This is an optimization exercise on Yosys and OpenROAD, whose aim is small area, a short achievable clock period and few clock cycles, not a production implementation. At most, simulation tests tie the RTL to the original design; equivalence was not proved. Only the layout flow was run in run 2; the RTL was not checked for function there.

==> flow/design.v, too long to show whole: its modules and the start of the top module <==
// module fundamental_milestone: 1469 lines
// module m1_fa: 4 lines
// module m1_ha: 4 lines
module fundamental_milestone (
		input logic Clock_50,
		input logic Resetn,
		input logic m1_enable,
		input logic [15:0] SRAM_read_data,
		output logic [15:0] SRAM_write_data,
		output logic SRAM_we_n,
		output logic [17:0] SRAM_address,
		output logic m1_disable
		);
  // ...
==> flow/flow/run.sh <==
#!/bin/bash
set -euo pipefail
cat >> config.mk <<'EOC'
export SETUP_SLACK_MARGIN = 11.8
EOC
bash standard.sh > standard.log 2>&1
==> flow/standard.sh <==
#!/bin/bash
# synth_recipe.tcl (not shown) runs the flow's synth.tcl, then flattens the netlist and writes it again
# the make line also repeats each setting of config.mk as NAME=value (left out here)
make -C /OpenROAD-flow-scripts/flow DESIGN_CONFIG=/design/flow/config.mk WORK_HOME=/design/flow/orfs CLKGATE_MAP_FILE= SYNTH_SCRIPT=/design/flow/synth_recipe.tcl "${@:-finish}"
==> flow/config.mk <==
export PLATFORM = sky130hd
export DESIGN_NAME = fundamental_milestone
export DESIGN_NICKNAME = fundamental_milestone
export VERILOG_FILES = /design/flow/design.v
export SDC_FILE = /design/flow/constraint.sdc
export NUM_CORES = 4
export LEC_CHECK = 0
export CAP_MARGIN = 20
export CORE_MARGIN = 2
export CORE_UTILIZATION = 40
export PLACE_DENSITY = 0.6
export SLEW_MARGIN = 20
export SYNTH_HIERARCHICAL = 1
export SYNTH_MINIMUM_KEEP_SIZE = 0
export SETUP_SLACK_MARGIN = 11.8
==> flow/constraint.sdc <==
create_clock -name core_clock -period 16.0 [get_ports {Clock_50}]
set_input_delay 3.2000 -clock core_clock [delete_from_list [all_inputs] [get_ports {Clock_50}]]
set_output_delay 3.2000 -clock core_clock [all_outputs]
set_load 0.01 [all_outputs]
==> out/qor.txt, run 1 <==
Outcome = finished clean
Vias = 15,790
Quantity of hold-fixing buffers added after cts = 0
Buffers, non-clock = 107
Dominant synthesized flop cell = dfxtp_1
RSZ-0062 raised after global routing = true
Post-Syn Area = 0.0244 sq mm
Final critical-path share of the clock period = 0.276
Non-clock buffering overhead = 0.0349
Post-place instance area = 0.0259 sq mm
Number of instances in the placed design = 2,897
Inserted tap cell count = 782
Layout cell share with drive strength beyond 1 = 0.145
Total of buffers placed on input and output ports = 54
Biggest cell delay along the critical path = 540 ps
Largest delay share family, worst path = flip-flops
Sum of routed wire segments on met1 = 25,100 um
Launch point of the worst hold path = fu[4]$_DFFE_PP_
Setup violation total in the final timing report = 0
Standard cell with the maximum stage delay on the critical path = dfstp_2
Final Hold Viols = 0
Most area-hungry cell type in the Yosys netlist = fa_1
Proportion of cell area spent on the clock network = 0.0505
Portion of netlist area occupied by mux cells = 0.0492
Fraction of standard cell area in multi-input logic = 0.504
Met3 demand-to-capacity share in global routing = 0.0223
Launching point of the worst reg2reg path = p1[6]$_DFF_P_
Top layer in use = met4
Synth Instances = 2,092
Routed wl met3 = 2210 um
H-tree depth = 2
Stages on the worst setup path = 1
Testbench counts, summed over its fixed seeds: cycles 1,536,200.
==> run 2, diff against run 1 <==
--- a/flow/design.v
+++ b/flow/design.v
@@ -444,91 +444,82 @@
 wire fi_162 = fi_152 | (fi_153 & fi_150);
 wire fi_163 = fi_153 & fi_151;
 wire fi_164 = fi_162 | (fi_163 & fi_160);
 wire fi_165 = fi_163 & fi_161;
 wire fi_166 = fi_164 | (fi_165 & fi_158);
 wire fi_167 = fi_165 & fi_159;
 wire fi_168 = fi_121 ^ fi_122;
 wire fi_169 = fi_121 & fi_122;
-wire fi_170 = fi_121 | fi_122;
-wire fi_171 = fi_123 ^ fi_124;
-wire fi_172 = fi_123 & fi_124;
-wire fi_173 = fi_123 | fi_124;
-wire fi_174 = fi_125 ^ fi_126;
-wire fi_175 = fi_125 & fi_126;
-wire fi_176 = fi_125 | fi_126;
-wire fi_177 = fi_127 ^ fi_128;
-wire fi_178 = fi_127 & fi_128;
-wire fi_179 = fi_127 | fi_128;
-wire fi_180 = fi_129 ^ fi_130;
-wire fi_181 = fi_129 & fi_130;
-wire fi_182 = fi_129 | fi_130;
-wire fi_183 = fi_131 ^ fi_132;
-wire fi_184 = fi_131 & fi_132;
-wire fi_185 = fi_131 | fi_132;
-wire fi_186 = fi_133 ^ fi_134;
-wire fi_187 = fi_133 & fi_134;
-wire fi_188 = fi_133 | fi_134;
-wire fi_189 = fi_135 ^ fi_136;
-wire fi_190 = fi_135 & fi_136;
-wire fi_191 = fi_135 | fi_136;
-wire fi_192 = fi_137 ^ 1'b1;
-wire fi_193 = fi_137 & 1'b1;
-wire fi_194 = fi_137 | 1'b1;
-wire fi_195 = fi_172 | (fi_173 & fi_169);
-wire fi_196 = fi_173 & fi_170;
-wire fi_197 = fi_178 | (fi_179 & fi_175);
-wire fi_198 = fi_179 & fi_176;
-wire fi_199 = fi_184 | (fi_185 & fi_181);
-wire fi_200 = fi_185 & fi_182;
-wire fi_201 = fi_190 | (fi_191 & fi_187);
-wire fi_202 = fi_191 & fi_188;
-wire fi_203 = 1'b1 & fi_193;
-wire fi_204 = 1'b1 & fi_194;
-wire fi_205 = fi_175 | (fi_176 & fi_195);
-wire fi_206 = fi_176 & fi_196;
-wire fi_207 = fi_197 | (fi_198 & fi_195);
-wire fi_208 = fi_198 & fi_196;
-wire fi_209 = fi_187 | (fi_188 & fi_199);
-wire fi_210 = fi_188 & fi_200;
-wire fi_211 = fi_201 | (fi_202 & fi_199);
-wire fi_212 = fi_202 & fi_200;
-wire fi_213 = fi_181 | (fi_182 & fi_207);
-wire fi_214 = fi_182 & fi_208;
-wire fi_215 = fi_199 | (fi_200 & fi_207);
-wire fi_216 = fi_200 & fi_208;
-wire fi_217 = fi_209 | (fi_210 & fi_207);
-wire fi_218 = fi_210 & fi_208;
-wire fi_219 = fi_211 | (fi_212 & fi_207);
-wire fi_220 = fi_212 & fi_208;
-wire fi_221 = fi_193 | (fi_194 & fi_219);
-wire fi_222 = fi_194 & fi_220;
-wire fi_223 = fi_203 | (fi_204 & fi_219);
-wire fi_224 = fi_204 & fi_220;
-wire fi_225 = fi_168 ^ fi_166;
-wire fi_226 = fi_169 | (fi_170 & fi_166);
-wire fi_227 = fi_171 ^ fi_226;
-wire fi_228 = fi_195 | (fi_196 & fi_166);
-wire fi_229 = fi_174 ^ fi_228;
-wire fi_230 = fi_205 | (fi_206 & fi_166);
-wire fi_231 = fi_177 ^ fi_230;
-wire fi_232 = fi_207 | (fi_208 & fi_166);
-wire fi_233 = fi_180 ^ fi_232;
-wire fi_234 = fi_213 | (fi_214 & fi_166);
-wire fi_235 = fi_183 ^ fi_234;
-wire fi_236 = fi_215 | (fi_216 & fi_166);
-wire fi_237 = fi_186 ^ fi_236;
-wire fi_238 = fi_217 | (fi_218 & fi_166);
-wire fi_239 = fi_189 ^ fi_238;
-wire fi_240 = fi_219 | (fi_220 & fi_166);
-wire fi_241 = fi_192 ^ fi_240;
-wire fi_242 = fi_221 | (fi_222 & fi_166);
-wire fi_243 = 1'b1 ^ fi_242;
-assign fout = {fi_243, fi_241, fi_239, fi_237, fi_235, fi_233, fi_231, fi_229, fi_227, fi_225};
+wire fi_170 = fi_123 ^ fi_124;
+wire fi_171 = fi_123 & fi_124;
+wire fi_172 = fi_125 ^ fi_126;
+wire fi_173 = fi_125 & fi_126;
+wire fi_174 = fi_127 ^ fi_128;
+wire fi_175 = fi_127 & fi_128;
+wire fi_176 = fi_129 ^ fi_130;
+wire fi_177 = fi_129 & fi_130;
+wire fi_178 = fi_131 ^ fi_132;
+wire fi_179 = fi_131 & fi_132;
+wire fi_180 = fi_133 ^ fi_134;
+wire fi_181 = fi_133 & fi_134;
+wire fi_182 = fi_135 ^ fi_136;
+wire fi_183 = fi_135 & fi_136;
+wire fi_184 = fi_137 ^ 1'b1;
+wire fi_185 = fi_137 & 1'b1;
+wire fi_186 = fi_171 | (fi_170 & fi_169);
+wire fi_187 = fi_170 & fi_168;
+wire fi_188 = fi_175 | (fi_174 & fi_173);
+wire fi_189 = fi_174 & fi_172;
+wire fi_190 = fi_179 | (fi_178 & fi_177);
+wire fi_191 = fi_178 & fi_176;
+wire fi_192 = fi_183 | (fi_182 & fi_181);
+wire fi_193 = fi_182 & fi_180;
+wire fi_194 = 1'b1 & fi_185;
+wire fi_195 = 1'b1 & fi_184;
+wire fi_196 = fi_173 | (fi_172 & fi_186);
+wire fi_197 = fi_172 & fi_187;
+wire fi_198 = fi_188 | (fi_189 & fi_186);
+wire fi_199 = fi_189 & fi_187;
+wire fi_200 = fi_181 | (fi_180 & fi_190);
+wire fi_201 = fi_180 & fi_191;
+wire fi_202 = fi_192 | (fi_193 & fi_190);
+wire fi_203 = fi_193 & fi_191;
+wire fi_204 = fi_177 | (fi_176 & fi_198);
+wire fi_205 = fi_176 & fi_199;
+wire fi_206 = fi_190 | (fi_191 & fi_198);
+wire fi_207 = fi_191 & fi_199;
+wire fi_208 = fi_200 | (fi_201 & fi_198);
+wire fi_209 = fi_201 & fi_199;
+wire fi_210 = fi_202 | (fi_203 & fi_198);
+wire fi_211 = fi_203 & fi_199;
+wire fi_212 = fi_185 | (fi_184 & fi_210);
+wire fi_213 = fi_184 & fi_211;
+wire fi_214 = fi_194 | (fi_195 & fi_210);
+wire fi_215 = fi_195 & fi_211;
+wire fi_216 = fi_168 ^ fi_166;
+wire fi_217 = fi_169 | (fi_168 & fi_166);
+wire fi_218 = fi_170 ^ fi_217;
+wire fi_219 = fi_186 | (fi_187 & fi_166);
+wire fi_220 = fi_172 ^ fi_219;
+wire fi_221 = fi_196 | (fi_197 & fi_166);
+wire fi_222 = fi_174 ^ fi_221;
+wire fi_223 = fi_198 | (fi_199 & fi_166);
+wire fi_224 = fi_176 ^ fi_223;
+wire fi_225 = fi_204 | (fi_205 & fi_166);
+wire fi_226 = fi_178 ^ fi_225;
+wire fi_227 = fi_206 | (fi_207 & fi_166);
+wire fi_228 = fi_180 ^ fi_227;
+wire fi_229 = fi_208 | (fi_209 & fi_166);
+wire fi_230 = fi_182 ^ fi_229;
+wire fi_231 = fi_210 | (fi_211 & fi_166);
+wire fi_232 = fi_184 ^ fi_231;
+wire fi_233 = fi_212 | (fi_213 & fi_166);
+wire fi_234 = 1'b1 ^ fi_233;
+assign fout = {fi_234, fi_232, fi_230, fi_228, fi_226, fi_224, fi_222, fi_220, fi_218, fi_216};
 logic [10:0] r_a_d, r_b_d, g_a_d, g_b_d, b_a_d, b_b_d;
 logic        r_c_d, g_c_d, b_c_d;
 wire cr_0, cr_1;
 m1_fa u_cr_0 (.a(px_y[4]), .b(px_y[2]), .c(px_y[0]), .s(cr_0), .co(cr_1));
 wire cr_2, cr_3;
 m1_fa u_cr_2 (.a(px_y[5]), .b(px_y[3]), .c(px_y[1]), .s(cr_2), .co(cr_3));
 wire cr_4, cr_5;
 m1_fa u_cr_4 (.a(px_y[6]), .b(px_y[4]), .c(px_y[2]), .s(cr_4), .co(cr_5));
==> out/qor.txt, run 2 <==
Outcome = finished clean
Layout cell share with drive strength beyond 1 = 0.137 (-0.00756)
Final global-route overflow total = 0
Clock buffer depth = 3
Initial core utilization = 0.405
DRC errors left = 0
Placeable core area = 0.0591 sq mm
Hold Worst Slack = 428 ps
Clock net sink count = 385
First-pass detailed-route iteration total = 17
Detail-routed net length per standard cell = 18.8 um
Number of DRC violations after detailed-routing iteration 0 = 1,088
Row count = 89
Most area-hungry cell type in the Yosys netlist = fa_1
Crit end category = flop
Class of the most critical hold timing path = reg -> reg
Nature of the critical path startpoint = flop
Most common cell after layout, fill and taps aside = fa_1
Antenna violations before repair = 1
Destination of the worst register-to-register timing path = fu[8]$_DFFE_PP_
Net count after synthesis = 2,483
Largest registers in the final layout = SRAM_address (18), wp (18), up (17)
Overall die width = 249 um
Synthesized area per cell = 11.9 sq um
Vias = 15,393 (-2.5%)
Clock Pin Slew Worst Setup and Hold Paths = 70 ps
Critical path data required time = 16,320 ps
Number of antenna-violating nets in the routed design = 0
Non-filler instance count after layout = 2,933
Peak Freq = 224 MHz
Data arrival time of the critical path = 4780 ps
Cell chosen for the clock root = clkbuf_16
Most frequent cells after synthesis = fa_1, inv_1, dfxtp_1
Global Route Usage Sum = 0.183
Setup violation total in the final timing report = 0 (unchanged)
Capture point of the critical path = fu[8]$_DFFE_PP_
Launching point of the worst reg2reg path = p1[6]$_DFF_P_
Register bit count reported by yosys = 385
Number of primary I/O pins = 55
Post-layout net count = 2,589
Slew Viols, Final = 0
Dominant synthesized flop cell = dfxtp_1
Die outline height = 249 um
Post-detail-place hpwl = 39,900 um
Via-to-Cell Ratio = 5.25
Leading cell types by total area after synthesis = fa_1, edfxtp_1, dfxtp_1, ha_1, inv_1
Number of warnings printed during yosys synthesis = 7
Register-to-register path setup slack = 11,550 ps
Number of distinct library cells after synthesis = 77
Post-synthesis to final-layout area growth = 14.3%
Leading cell types in the layout, fill and taps excluded = fa_1, inv_1, nand2_1
Quantity of hold-fixing buffers added after cts = 0 (unchanged)
Synth Instances = 2,019 (-3.5%)
Clock buffer count from CTS = 43
Worst Reg2Reg Path Length in Cells = 14
Critical path class = reg -> reg
Total detailed-routing wirelength = 55,100 um
Final GP Congestion = 0.844
TritonCTS clock tree = built
Share of synthesized flip-flops with an asynchronous set or reset = 0.0416
Filler cells = 5,338
Proportion of netlist area held by the largest area contributor = 0.236
Number of enable-type register cells in the synthesized netlist = 156
Global-route wire length before repair = 89,600 um
Area taken by multi-input logic gates = 0.0137 sq mm
Sequential standard cell area = 0.00941 sq mm
Post-Syn Area = 0.0239 sq mm (-1.8%)
Die outline area = 0.0618 sq mm
Final Hold Viols = 0 (unchanged)
Library cell with the highest instance count after synthesis = fa_1
Clock network latency to the later pin of the worst-skew pair = 580 ps
Max Cap Violations = 0
Final TNS setup = 0 ps
Final critical-path share of the clock period = 0.278 (+0.00232)
Sequential cell area fraction in the yosys report = 0.391
RSZ-0062 raised after global routing = true
Slew Limit Headroom = 0.278
Via count of the first global-routing pass = 16,614
Clk_skew = 18.6 ps
Pin count of the biggest net entering global routing = 57
Number of instances in the placed design = 2,820 (-2.7%)
H-tree depth = 2 (unchanged)
Top fanout value on the critical path = 4
Minimum clock period after layout = 4450 ps
Antenna diodes = 0
Total of buffers placed on input and output ports = 54 (unchanged)
Crit. Startpoint = p1[6]$_DFF_P_
Transition time at the pin with the least slew margin = 1080 ps
run 2: cell types whose count changed in the layout (fill, tap and decap cells not counted), moves of 11 or more:
cell      change
a21boi_0     -35
a21oi_1      +14
buf_4        +13
ha_1         -14
inv_1        -18
mux2_1       +16
mux2_2       -19
o211ai_1     -11
o21ai_0      -13
run 2: timing repair:
action,CTS,global route
pin swaps,15,8
gates resized for setup,209,39
setup buffers,27,6
endpoints found under the setup margin,54,62
gates cloned,0,0
run 2: cell families after synthesis:
kind of cell | Yosys count | share of synthesized area
AO/OA/AOI/OAI | 319 | 0.0914
XOR/XNOR | 42 | 0.0154
adder cells (fa/ha/maj) | 456 | 0.326
buffers and inverters | 311 | 0.0493
flip-flops | 385 | 0.391
multiplexers | 93 | 0.0488
AND/OR/NAND/NOR | 413 | 0.0786
run 2: worst min-delay path by stage:
stage | start | to | slack (ps) | cells past startpoint
global route | fu[9]$_DFFE_PP_ | px_u[9]$_DFF_P_ | 440 | 1
global placement | fu[4]$_DFFE_PP_ | px_u[4]$_DFF_P_ | 430 | 2
detailed placement | fu[5]$_DFFE_PP_ | px_u[5]$_DFF_P_ | 420 | 2
finish | fu[5]$_DFFE_PP_ | px_u[5]$_DFF_P_ | 430 | 2
floorplan | fu[7]$_DFFE_PP_ | px_u[7]$_DFF_P_ | 420 | 2
CTS | fu[5]$_DFFE_PP_ | px_u[5]$_DFF_P_ | 430 | 2
run 2: layer usage:
metal | GRT usage | vias to the layer above | wire (um)
li1 | - | 7116 | -
met1 | 0.237 | 7819 | 23800
met2 | 0.319 | 362 | 27600
met3 | 0.0256 | 96 | 2300
met4 | 0.0563 | 0 | 1380
met5 | 0 | - | 0
run 2: cell type report:
class | instances | area share
Multi-Input combinational cell | 1323 | 0.499
Sequential cell | 385 | 0.344
Clock buffer | 65 | 0.0438
Timing Repair Buffer | 116 | 0.0361
Tap cell | 773 | 0.0354
Inverter | 256 | 0.0351
Clock inverter | 15 | 0.00604
run 2: per-module statistics from Yosys, one instance, submodules excluded:
| module | times used | flops+latches | cell area [sq um] | cells |
|---|---|---|---|---|
| m1_fa | 260 | 0 | 20.0 | 1 |
| fundamental_milestone | 1 | 385 | 18400 | 1732 |
| m1_ha | 27 | 0 | 12.5 | 1 |
run 2: stage by stage:
stage | cell area (sq um) | worst slack [ps] | util
3_5_place_dp | 25500 | 11390 | 0.432
4_1_cts | 27200 | 11460 | 0.460
3_3_place_gp | 25500 | 11460 | 0.432
5_1_grt | 27400 | 11400 | 0.463
2_1_floorplan | 24000 | 11680 | -
6_report | 27400 | 11550 | 0.463
run 2: critical path, stage by stage (launching register included):
cell and delay, ps:
dfxtp_4 360, ha_4 240, fa_2 540, fa_2 430
fa_1 520, fa_1 450, ha_1 300, and2_4 170
a221o_1 350, o21ai_4 170, a31oi_4 110, o21ai_2 210
a21boi_4 100, a31oi_2 160, xor2_1 100

==> re-timing with driven ports <==
The results above use ideal ports. As a check the final layouts listed here were re-extracted and re-timed, cells and wires unchanged.
Step 1, drivers: a clkbuf_16 drives Clock_50 and a buf_2 each remaining input, both assumed.
Step 2 also shifts input and output timing later by t, the mid clock arrival at the registers, as if the neighbouring blocks saw the same clock.
Three values: ideal ports, drivers, drivers and shift; two values: the first two.
run	t (ns)	setup slack, ns	slew at the worst register clock pin (ns)	cell pins on the clock port's net
run 1	0.619	11.582 / 11.528 / 11.446	0.06 / 0.06	1
run 2	0.632	11.545 / 11.545 / 11.430	0.07 / 0.07	1
After both steps setup and hold are still met in every run listed. For run 1, which loses most, drivers alone change the setup slack by -0.054 ns; drivers and shift together by -0.136 ns.
